Source: an optimization exercise on an open RTL-to-GDS flow (aim: small area). Production flows keep margins and buffers that such runs may drop.
Function was checked by simulation only, so behaviour that the tests miss may differ from the original.
Power and IR drop assume default switching activity.

--- flow/flow/run.sh ---
#!/bin/bash
# Standard layout (the standard.sh) with two changes: the port buffers
# use the smallest buffer cell, and CTS inserts no dummy loads.
export BUFFER_PORTS_ARGS="-buffer_cell sky130_fd_sc_hd__buf_1"
export CTS_ARGS="-sink_clustering_enable -repair_clock_nets -buf_list sky130_fd_sc_hd__clkbuf_8 -root_buf sky130_fd_sc_hd__clkbuf_4 -tree_buf sky130_fd_sc_hd__clkbuf_4 -sink_clustering_size 20 -sink_clustering_max_diameter 50 -dont_use_dummy_load"
bash standard.sh > standard.log 2>&1
--- flow/standard.sh ---
#!/bin/bash
# synth_recipe.tcl (not shown) runs the flow's synth.tcl, then flattens the netlist and writes it again
# the make line also repeats each setting of config.mk as NAME=value (left out here)
make -C /OpenROAD-flow-scripts/flow DESIGN_CONFIG=/design/flow/config.mk WORK_HOME=/design/flow/orfs CLKGATE_MAP_FILE= SYNTH_SCRIPT=/design/flow/synth_recipe.tcl "${@:-finish}"
--- flow/config.mk ---
export PLATFORM = sky130hd
export DESIGN_NAME = RISC_V_pp
export DESIGN_NICKNAME = RISC_V_pp
export VERILOG_FILES = /design/flow/design.v
export SDC_FILE = /design/flow/constraint.sdc
export NUM_CORES = 4
export LEC_CHECK = 0
export CAP_MARGIN = 5
export CORE_MARGIN = 2
export CORE_UTILIZATION = 70
export CTS_BUF_LIST = sky130_fd_sc_hd__clkbuf_8
export CTS_CLUSTER_DIAMETER = 50
export CTS_CLUSTER_SIZE = 20
export SLEW_MARGIN = 5
--- flow/constraint.sdc ---
create_clock -name core_clock -period 150.0 [get_ports {clk}]
set_input_delay 30.0000 -clock core_clock [delete_from_list [all_inputs] [get_ports {clk}]]
set_output_delay 30.0000 -clock core_clock [all_outputs]
set_load 0.01 [all_outputs]
--- flow/design.v ---
module RISC_V_pp (
    input clk,
    input rst_n,
    output [31:0] imem_addr,
    input  [31:0] imem_rdata,
    output [31:0] dmem_addr,
    output [31:0] dmem_wdata,
    output        dmem_we,
    input  [31:0] dmem_rdata
);
    localparam INIT = 3'd0, WIN = 3'd1, ZERO = 3'd2, EXEC = 3'd3,
               ITER = 3'd4, FIN = 3'd5, PCU = 3'd6, MEM = 3'd7;
    reg [2:0]  st;
    reg [4:0]  h;
    reg [31:0] w [0:30];
    reg [31:0] A, B;
    reg [31:1] PCh;
    wire [31:0] PC = {PCh, 1'b0};
    reg [32:0] R;
    reg [4:0]  rdp;
    reg        seenA, seenB, seenW, sgn, zA, taken;
    wire [31:0] ins = imem_rdata;
    wire [4:0] rs1 = ins[19:15];
    wire [4:0] rs2 = ins[24:20];
    wire [4:0] rd  = ins[11:7];
    wire isR   = ~ins[6] &  ins[5] &  ins[4];
    wire isI   = ~ins[6] & ~ins[5] &  ins[4];
    wire isLd  = ~ins[6] & ~ins[5] & ~ins[4] & ins[13];    
    wire isSt  = ~ins[6] &  ins[5] & ~ins[4];
    wire isBr  =  ins[6] & ~ins[2];
    wire isJal =  ins[6] &  ins[2];
    wire isM   = isR & ins[25];
    wire isDiv = isM & ins[14];
    wire isAlu = (isR & ~isM) | isI;
    wire isLog = isAlu & ins[13];        
    wire use1 = isR | isI | isLd | isSt | isBr;
    wire use2 = isR | isSt | isBr;
    wire z1 = (rs1 == 5'd0);
    wire z2 = (rs2 == 5'd0);
    reg [31:0] imm;
    always @(*) begin
        if (isSt)      imm = {{20{ins[31]}}, ins[31:25], ins[11:7]};
        else if (isBr) imm = {{20{ins[31]}}, ins[7], ins[30:25], ins[11:8], 1'b0};
        else if (isJal) imm = {{12{ins[31]}}, ins[19:12], ins[20], ins[30:21], 1'b0};
        else           imm = {{20{ins[31]}}, ins[31:20]};
    end
    reg [9:0] rom;
    always @(*) begin
        case (h)
            5'd1: rom = 10'd4;    5'd2: rom = 10'd120;  5'd3: rom = 10'd2;
            5'd4: rom = 10'd4;    5'd5: rom = 10'd1;    5'd6: rom = 10'd14;
            5'd7: rom = 10'd4;    5'd8: rom = 10'd24;   5'd9: rom = 10'd12;
            5'd10: rom = 10'd23;  5'd11: rom = 10'd4;   5'd12: rom = 10'd90;
            5'd13: rom = 10'd10;  5'd14: rom = 10'd1000; 5'd15: rom = 10'd30;
            5'd16: rom = 10'd40;  5'd17: rom = 10'd50;  5'd18: rom = 10'd60;
            5'd19: rom = 10'd70;  5'd20: rom = 10'd80;  5'd21: rom = 10'd80;
            5'd22: rom = 10'd90;  5'd23: rom = 10'd70;  5'd24: rom = 10'd60;
            5'd25: rom = 10'd65;  5'd26: rom = 10'd4;   5'd27: rom = 10'd32;
            5'd28: rom = 10'd12;  5'd29: rom = 10'd34;  5'd30: rom = 10'd5;
            default: rom = 10'd10;
        endcase
    end
    wire [31:0] head = w[30];
    wire hitW = (h == rdp) & (st != ITER);    
    wire [31:0] wmux = (st == INIT) ? {22'd0, rom} : (hitW ? R[31:0] : head);
    wire inWin = (st == WIN);
    wire needA = use2 & ~z2;
    wire needB = use1 & ~z1;
    wire hitA = inWin & needA & ~seenA & (h == rs2);
    wire hitB = inWin & needB & ~seenB & (h == rs1);
    wire doneA = ~needA | seenA | hitA;
    wire doneB = ~needB | seenB | hitB;
    wire doneW = (rdp == 5'd0) | seenW | hitW;
    wire negq = sgn & ~zA;
    wire sgnBr = isBr & ~ins[13];
    reg [32:0] X, Yp;
    reg inv, cin;
    always @(*) begin
        X = 33'd0; Yp = 33'd0; inv = 1'b0; cin = 1'b0;
        case (st)
            WIN: begin
                Yp = {1'b0, wmux};
                inv = isDiv & wmux[31]; cin = inv;
            end
            EXEC: begin
                if (isJal) begin
                    X = {1'b0, PC}; Yp = 33'd4;
                end else if (isLog) begin
                    Yp = isR ? {1'b0, A} : {1'b0, imm};
                end else if (isAlu | isLd | isSt | isBr) begin
                    X = {sgnBr & B[31], B};
                    Yp = (isR | isBr) ? {sgnBr & A[31], A} : {1'b0, imm};
                    inv = (isR & ins[30]) | isBr; cin = inv;
                end
            end
            ITER: begin
                X = {R[31:0], isDiv ? B[31] : (isLog & (ins[12] ? (B[31] & R[31]) : (B[31] | R[31])))};
                if (isDiv) begin
                    Yp = {1'b0, A}; inv = ~R[32]; cin = inv;
                end else if (isM & B[31])
                    Yp = {1'b0, A};
            end
            FIN: begin
                X = {1'b0, B}; cin = negq;
            end
            MEM: begin
                Yp = {1'b0, dmem_rdata};
            end
            PCU: begin
                X = {1'b0, PC}; Yp = taken ? {1'b0, imm} : 33'd4;
            end
            default: ;
        endcase
    end
    wire [32:0] Yx = Yp ^ {33{inv}};
    wire [33:0] cy;
    wire [32:0] S;
    assign cy[0] = cin;
    genvar gi;
    generate for (gi = 0; gi < 33; gi = gi + 1) begin : g_add
        assign S[gi] = X[gi] ^ Yx[gi] ^ cy[gi];
        assign cy[gi+1] = (X[gi] & Yx[gi]) | (X[gi] & cy[gi]) | (Yx[gi] & cy[gi]);
    end endgenerate
    wire eqz = (S[31:0] == 32'd0);
    wire brc = ins[14] ? (S[32] ^ ins[12]) : (eqz ^ ins[12]);
    assign imem_addr  = PC;
    assign dmem_addr  = B;
    assign dmem_wdata = A;
    assign dmem_we    = (st == MEM) & isSt;
    integer k;
    always @(posedge clk) begin
        w[0] <= wmux;
        for (k = 1; k < 31; k = k + 1) w[k] <= w[k-1];
    end
    always @(posedge clk or negedge rst_n) begin
        if (!rst_n) begin
            st <= INIT;
            h  <= 5'd1;
        end else begin
            h <= (h == 5'd31) ? 5'd1 : h + 5'd1;
            case (st)
                INIT: if (h == 5'd31) st <= WIN;
                WIN:  if (doneA & doneB & doneW)
                          st <= ((needA | ~use2) & (needB | ~use1)) ? EXEC : ZERO;
                ZERO: st <= EXEC;
                EXEC: st <= (isM | isLog) ? ITER : ((isLd | isSt) ? MEM : PCU);
                MEM:  st <= PCU;
                ITER: if (rdp == 5'd31) st <= FIN;
                FIN:  st <= PCU;
                default: st <= WIN;
            endcase
        end
    end
    always @(posedge clk) begin
        case (st)
            INIT: begin
                PCh <= S[31:1];
                rdp <= 5'd0; seenW <= 1'b0;
                seenA <= 1'b0; seenB <= 1'b0; sgn <= 1'b0; zA <= 1'b1;
            end
            WIN: begin
                if (hitA) begin A <= S[31:0]; zA <= eqz; end
                if (hitB) B <= S[31:0];
                sgn <= sgn ^ (hitA & wmux[31]) ^ (hitB & wmux[31]);
                seenA <= seenA | hitA;
                seenB <= seenB | hitB;
                seenW <= seenW | hitW;
            end
            ZERO: begin
                if (use2 & z2) A <= S[31:0];
                if (use1 & z1) B <= S[31:0];
                seenW <= seenW | hitW;
            end
            EXEC: begin
                taken <= (isBr & brc) | isJal;
                seenW <= 1'b0;
                if (isLd | isSt) B <= S[31:0];
                else R <= S;
                rdp <= ((isAlu & ~isLog) | isJal) ? rd : 5'd0;    
            end
            ITER: begin
                rdp <= rdp + 5'd1;
                R <= S;
                B <= {B[30:0], isDiv & (~S[32] ^ negq)};
            end
            MEM: begin
                R <= S;
                rdp <= isLd ? rd : 5'd0;
                seenW <= 1'b0;
            end
            FIN: begin
                if (isDiv) R <= S;
                rdp <= rd; seenW <= 1'b0;
            end
            PCU: begin
                PCh <= S[31:1];
                seenA <= 1'b0; seenB <= 1'b0; sgn <= 1'b0; zA <= 1'b1;
                seenW <= seenW | hitW;
            end
            default: ;
        endcase
    end
endmodule
==> summary.txt, run 1 <==
Placeable Area 0.0410 mm^2; Tot GR Track Use 27.7%; Buf/Inv on CP 2; cell area after layout 0.0314 mm^2; r2r endpoint taken; Layout area overhead 7.32%; CTS hold repair buffers 0; Pwr per Cell Area approximately 21 mW/mm^2; Critical R2R Launch st[2]; Yosys Warn Count 2; RSZ-0062 raised after global routing false; Net Count, Synth roughly 2,000; Req. time, crit path between 100 and 150 ns; crit-path cells buf_1, nor2_1, and3_1, buf_1; main area contributors after synthesis dfxtp_1, edfxtp_1, fa_1; Reg power frac 61.7%; fmax approximately 16 MHz; CTS clock-pin slew for the worst setup and hold paths 0.10 ns; placed instance count 2,505; IO buf count around 160; final-report hold violation count 0; Detail Route Antenna Nets 0; most common cell in the synthesized netlist dfxtp_1; DRT iter0 DRCs 1,375; most frequent CP cell buf_1; Final min period 61.10 ns; Area after DPL 0.0304 mm^2; final RePlAce weighted congestion 0.871; Worst Path Max Fanout 17; maximum VDD drop 15.0 uV; setup ws final 88.90 ns; P_sw 196 uW; clock power share 18.6%; grt ovf 0; number of synthesized register bits 1,139; status finished clean; CTS tree done; Pre-antenna DRT Iters 6; Hold Path End w[2][14]; Worst Hold Class reg -> reg; first-pass GRT wire length between 80,000 and 90,000 um; CTS root buf clkbuf_4; critical path data arrival time 31.10 ns; # Max-Cap Violations 0; Initial Util 71.3%; Tcrit/Tclk final 40.7%; row count 74; relative slew slack ~44%; Finished Layout Cells 2,580; worst hold margin 0.269 ns; worst slack, placed 88.94 ns; Setup CP Type in -> out; flop2flop setup slack 130.15 ns; Total Neg Setup Slack 0 ns; worst slew pin tran 0.840 ns; initial antenna violation count 6; HP Start w[1][14]; setup violators final 0; startpoint types primary input; Residual DRC 0; Via Count 14,355; Worst setup EP type output port; routed wire length 59,000 um; Primary FF master, synth dfxtp_1; hold depth 0; Power, Total 657 uW; DIE HEIGHT 208 um; Clock Skew 0.0874 ns; post-synth top area share 67.9%; Internal Pwr Total 461 uW; Worst Reg2Reg Path Length in Cells 45; commonest cells in the netlist dfxtp_1, edfxtp_1, nor2_1, a21oi_1, nand2_1; Critical Path Max Stage Delay 0.54 ns; Setup Buffers After CTS 0; slowest CP cell buf_1; Netlist cell types 70; fin util 76.5%; vias per cell between 5 and 6; worst skew pair latency roughly 0.87 ns; sequential element share of the synthesized area 82.9%; DIE AREA 0.0434 mm^2; Max Slew Vio Count 0; cts bufs inserted 71; crit-path leading delay family buffers and inverters; Layout Nets 2,157; chip width 208 um; cell taking the most area after synthesis dfxtp_1; clk sinks 1,139; EDFF count, synth 139; average wire per standard cell 22.9 um; share of layout cells above drive strength 1 5.48%; number of global-route vias before repair 14,767; combinational share of power 19.7%; H-tree lvl count 3; largest net degree at the start of global routing 57; Synth Instances approximately 1,900; ys async rst share 0.702%; clk buf depth 3; Lkg Pwr 12.2 nW; I/O pin cnt 163; CTS resizes 0; Switching Fraction 29.8%; Mean Syn Cell Area approximately 16 um^2; DP HPWL 38,400 um; Mapped Area 0.0292 mm^2
-- power by group through the flow --
stage,Clock [mW],Combinational [mW],Sequential (mW)
after floorplan,0,0.0745,0.404
after global placement,0,0.120,0.408
after detailed placement,0,0.126,0.411
after CTS,0.124,0.127,0.405
after global routing,0.133,0.138,0.410
final,0.122,0.129,0.405
-- cell type report --
class	count	area, um^2
Antenna cell	4	10.0
Sequential cell	1139	24200
Tap cell	532	666
Multi-Input combinational cell	611	4630
Timing Repair Buffer	177	736
Fill cell	2244	9650
Inverter	46	173
Clock buffer	71	921
-- metal layers --
metal	part of all wire, %	track usage, %	wire length, um	vias up
li1	-	-	-	6630
met4	3.5	10.5	2070	6
met1	40	36.4	23800	6865
met5	0.054	0	32	-
met3	9.3	7.82	5490	137
met2	47	44.3	27600	717
-- state kept, by name (all words and copies together), names as in the netlist --
name   flops
taken      1
A         32
zA         1
seenB      1
h          5
PCh       31
seenA      1
st         3
sgn        1
rdp        5
seenW      1
R         33
w        992
B         32
-- cells by family (layout without fill, tap and decap cells) --
kind of cell,Yosys count,in the layout,share of synthesized area (%)
AO/OA/AOI/OAI,240,240,5.85
AND/OR/NAND/NOR,227,227,3.83
XOR/XNOR,56,56,1.73
adder cells (fa/ha/maj),45,45,2.75
flip-flops,1139,1139,82.9
buffers and inverters,107,294,1.47
multiplexers,42,42,1.45
other,1,5,0.0128
-- layout by cell type, fill, tap and decap left out, drive strengths merged, types with 5 or more instances in the layout --
master   instances
dfxtp          992
buf            177
edfxtp         139
nor2            91
a21oi           78
clkbuf          71
nand2           49
inv             45
a222oi          40
mux2i           39
o21ai           35
xor2            33
fa              32
xnor2           22
a211oi          20
a221oi          15
ha              13
nor3            12
nand4           10
nand3            9
nand2b           9
o221ai           8
nor2b            7
and3             7
dfrtp            7
nor3b            6
or3              5
and2             5
o2111ai          5
a221o            5
a21boi           5
-- worst max path at each step --
| stage | startpoint | endpoint | slack, ns | cells past startpoint |
|---|---|---|---|---|
| 2_1_floorplan | imem_rdata[4] | dmem_we | 89.51 | 3 |
| 4_1_cts | imem_rdata[6] | dmem_we | 88.93 | 4 |
| 6_report | imem_rdata[6] | dmem_we | 88.90 | 4 |
| 5_1_grt | imem_rdata[6] | dmem_we | 88.80 | 4 |
| 3_3_place_gp | imem_rdata[6] | dmem_we | 88.90 | 4 |
| 3_5_place_dp | imem_rdata[6] | dmem_we | 88.94 | 4 |
==> run 2, diff against run 1 <==
==> flow/flow/run.sh (replaced) <==
#!/bin/bash
# Standard layout (the standard.sh) with two changes: the port buffers
# use the smallest buffer cell, and CTS inserts no dummy loads.
export BUFFER_PORTS_ARGS="-buffer_cell sky130_fd_sc_hd__buf_1"
export CTS_ARGS="-sink_clustering_enable -repair_clock_nets -buf_list sky130_fd_sc_hd__clkbuf_8 -sink_clustering_size 20 -sink_clustering_max_diameter 50 -dont_use_dummy_load"
bash standard.sh > standard.log 2>&1
==> summary.txt, run 2 <==
status finished clean; Primary FF master, synth dfxtp_1; DP HPWL 38,400 um (unchanged); Detail Route Antenna Nets 0 (unchanged); Total Neg Setup Slack 0 ns (unchanged); CTS root buf clkbuf_8; grt ovf 0 (unchanged); most common cell in the synthesized netlist dfxtp_1; Mapped Area 0.0292 mm^2 (unchanged); RSZ-0062 raised after global routing false; Setup CP Type in -> out; CTS hold repair buffers 0 (unchanged); critical path data arrival time 31.10 ns (about the same); first-pass GRT wire length 88,800 um (-0.82%); Clock Skew 0.0740 ns (-0.0134 ns); commonest cells in the netlist dfxtp_1, edfxtp_1, nor2_1, a21oi_1, nand2_1; IO buf count 158 (unchanged); final-report hold violation count 0 (unchanged); main area contributors after synthesis dfxtp_1, edfxtp_1, fa_1; # Max-Cap Violations 0 (unchanged); number of global-route vias before repair 14,765 (-0.014%); row count 74 (unchanged); cell taking the most area after synthesis dfxtp_1; commonest non-fill, non-tap cell in the layout dfxtp_1; share of layout cells above drive strength 1 5.48% (unchanged); crit-path cells buf_1, nor2_1, and3_1, buf_1; Pre-antenna DRT Iters 6 (unchanged); routed wire length 58,500 um (-0.92%); Tcrit/Tclk final 40.7% (about the same); Via Count 14,429 (+0.52%); sequential element share of the synthesized area 82.9% (unchanged); DIE HEIGHT 208 um (unchanged); chip width 208 um (unchanged); Residual DRC 0 (unchanged); Max Slew Vio Count 0 (unchanged); post-synth top area share 67.9% (unchanged); maximum VDD drop 15.0 uV (about the same); Buf/Inv on CP 2 (unchanged); I/O pin cnt 163 (unchanged); CTS clock-pin slew for the worst setup and hold paths 0.10 ns (about the same); Mean Syn Cell Area 15.7 um^2 (unchanged); Req. time, crit path 120.00 ns (about the same); Critical Path Max Stage Delay 0.53 ns (about the same); Placeable Area 0.0410 mm^2 (unchanged); ys async rst share 0.702% (unchanged); placed instance count 2,505 (unchanged); Pwr per Cell Area 21.0 mW/mm^2 (about the same); setup violators final 0 (unchanged); Worst Hold Class reg -> reg; slowest CP cell buf_1; most frequent CP cell buf_1; Initial Util 71.3% (unchanged); Finished Layout Cells 2,577 (-0.12%); Net Count, Synth 1,968 (unchanged); crit-path leading delay family buffers and inverters; clk buf depth 3 (unchanged); CTS tree done; worst slew pin tran 0.848 ns (+0.00762 ns); CTS resizes 0 (unchanged); number of synthesized register bits 1,139 (unchanged); Synth Instances 1,857 (unchanged); Setup Buffers After CTS 0 (unchanged); fillcell total 2,227 (-0.76%); relative slew slack 43.4% (-0.51 points); initial antenna violation count 4 (-2); startpoint types primary input; Worst setup EP type output port; EDFF count, synth 139 (unchanged); worst skew pair latency 0.67 ns (-0.20 ns); Tot GR Track Use 27.4% (-0.29 points); H-tree lvl count 3 (unchanged); Top reg by flops w; Yosys Warn Count 2 (unchanged); DIE AREA 0.0434 mm^2 (unchanged); Netlist cell types 70 (unchanged); cts bufs inserted 71 (unchanged); Layout Nets 2,157 (unchanged); largest net degree at the start of global routing 57 (unchanged); max reg flops 992 (unchanged); Worst Path Max Fanout 17 (unchanged); Layout area overhead 7.49%; vias per cell 5.60 (+0.63%); most frequent cells in the layout dfxtp_1, buf_1, edfxtp_1, nor2_1, a21oi_1; fmax 16.4 MHz (about the same); clk sinks 1,139 (unchanged); Final min period 61.10 ns (-0.00860 ns); final RePlAce weighted congestion 0.871 (unchanged); DRT iter0 DRCs 1,358 (-1.2%); average wire per standard cell 22.7 um (-0.81%); Lkg Pwr 12.2 nW (+0.19%); largest registers w (992), R (33)
-- run 2: cells by family (layout without fill, tap and decap cells) --
| family | after synthesis | in the layout | synth area share [%] |
|---|---|---|---|
| other cells | 1 | 2 | 0.0128 |
| compound gates | 240 | 240 | 5.85 |
| simple gates | 227 | 227 | 3.83 |
| fa+ha+maj | 45 | 45 | 2.75 |
| mux | 42 | 42 | 1.45 |
| flops | 1139 | 1139 | 82.9 |
| xor+xnor | 56 | 56 | 1.73 |
| buf+inv | 107 | 294 | 1.47 |
-- run 2: worst reg2reg max path: cells and delay by family (launching register included) --
| family | cells | cell delay (ns) |
|---|---|---|
| simple gates | 6 | 1.23 |
| buf+inv | 3 | 1.00 |
| compound gates | 3 | 1.08 |
| flops | 1 | 0.80 |
| xor+xnor | 1 | 0.18 |
| fa+ha+maj | 32 | 15.37 |
-- run 2: per-stage QoR --
| step | hold WS (ns) | setup WS (ns) | instance area, um^2 | total power, mW | utilization (%) |
|---|---|---|---|---|---|
| 6_report | 0.269 | 88.90 | 31400 | 0.659 | 76.6 |
| 5_1_grt | 0.253 | 88.80 | 31400 | 0.684 | 76.6 |
| 4_1_cts | 0.267 | 88.93 | 31400 | 0.659 | 76.6 |
| 3_5_place_dp | 0.312 | 88.94 | 30400 | 0.537 | 74.2 |
| 3_3_place_gp | 0.310 | 88.90 | 30400 | 0.528 | 74.2 |
| 2_1_floorplan | 0.310 | 89.51 | 29200 | 0.479 | - |
-- run 2: final timing paths --
check                         startpoint       end  slack, ns  cells after the start
setup / recovery           imem_rdata[6]   dmem_we      88.90                      4
hold / removal                  w[1][14]  w[2][14]       0.27                      0
setup reg to reg                   st[2]     taken     130.14                     45
hold reg to reg                 w[1][14]  w[2][14]       0.27                      0
max in group asynchronous          rst_n     st[1]     120.39                      1
min in group asynchronous          rst_n      h[1]      29.25                      1
-- run 2: power breakdown --
group | total [mW] | leakage, nW | switching (mW) | internal, mW
clock network | 0.125 | 0.510 | 0.0822 | 0.0429
logic | 0.128 | 2.22 | 0.0886 | 0.0399
registers | 0.405 | 9.46 | 0.0236 | 0.381
-- run 2: final cells by class --
| class | instances | area (um^2) | share of cell area [%] |
|---|---|---|---|
| Tap cell | 532 | 666 | 2.12 |
| Sequential cell | 1139 | 24200 | 77.1 |
| Inverter | 46 | 173 | 0.550 |
| Antenna cell | 1 | 2.50 | 0.00796 |
| Clock buffer | 71 | 977 | 3.11 |
| Multi-Input combinational cell | 611 | 4630 | 14.7 |
| Timing Repair Buffer | 177 | 736 | 2.34 |
-- run 2: layer usage --
layer | global-route usage (%) | share of wire [%] | vias to the layer above
met3 | 8.26 | 10 | 152
met5 | 0 | 0.058 | -
met1 | 35.6 | 40 | 6920
li1 | - | - | 6625
met4 | 11.0 | 3.6 | 6
met2 | 43.6 | 46 | 726

what the ideal ports hide:
In the flow no input, the clock included, has a driving cell. The finished layouts below were timed again as built, in two steps.
Step 1 sets driving cells, clkbuf_16 on the clock port and buf_2 on the other inputs (assumed; they add their load-dependent delay and slew).
Step 2 also shifts input and output timing later by t, the mid clock arrival at the registers, as if the neighbouring blocks saw the same clock.
a / b / c = ideal ports / drivers / drivers and shift; a / b = the first two.
| run | shift t [ns] | setup WS [ns] | hold WS [ns] | worst setup path at the end | pins driven straight from the clock port |
|---|---|---|---|---|---|
| run 1 | 0.881 | 88.896 / 88.842 / 88.842 | 0.269 / 0.269 / 0.269 | input to output | 1 |
| run 2 | 0.689 | 88.904 / 88.845 / 88.845 | 0.269 / 0.269 / 0.269 | input to output | 1 |
After both steps setup and hold are still met in every run listed. The setup slack of run 2, which loses most, moves by -0.059 ns with the drivers and by -0.059 ns with both steps.
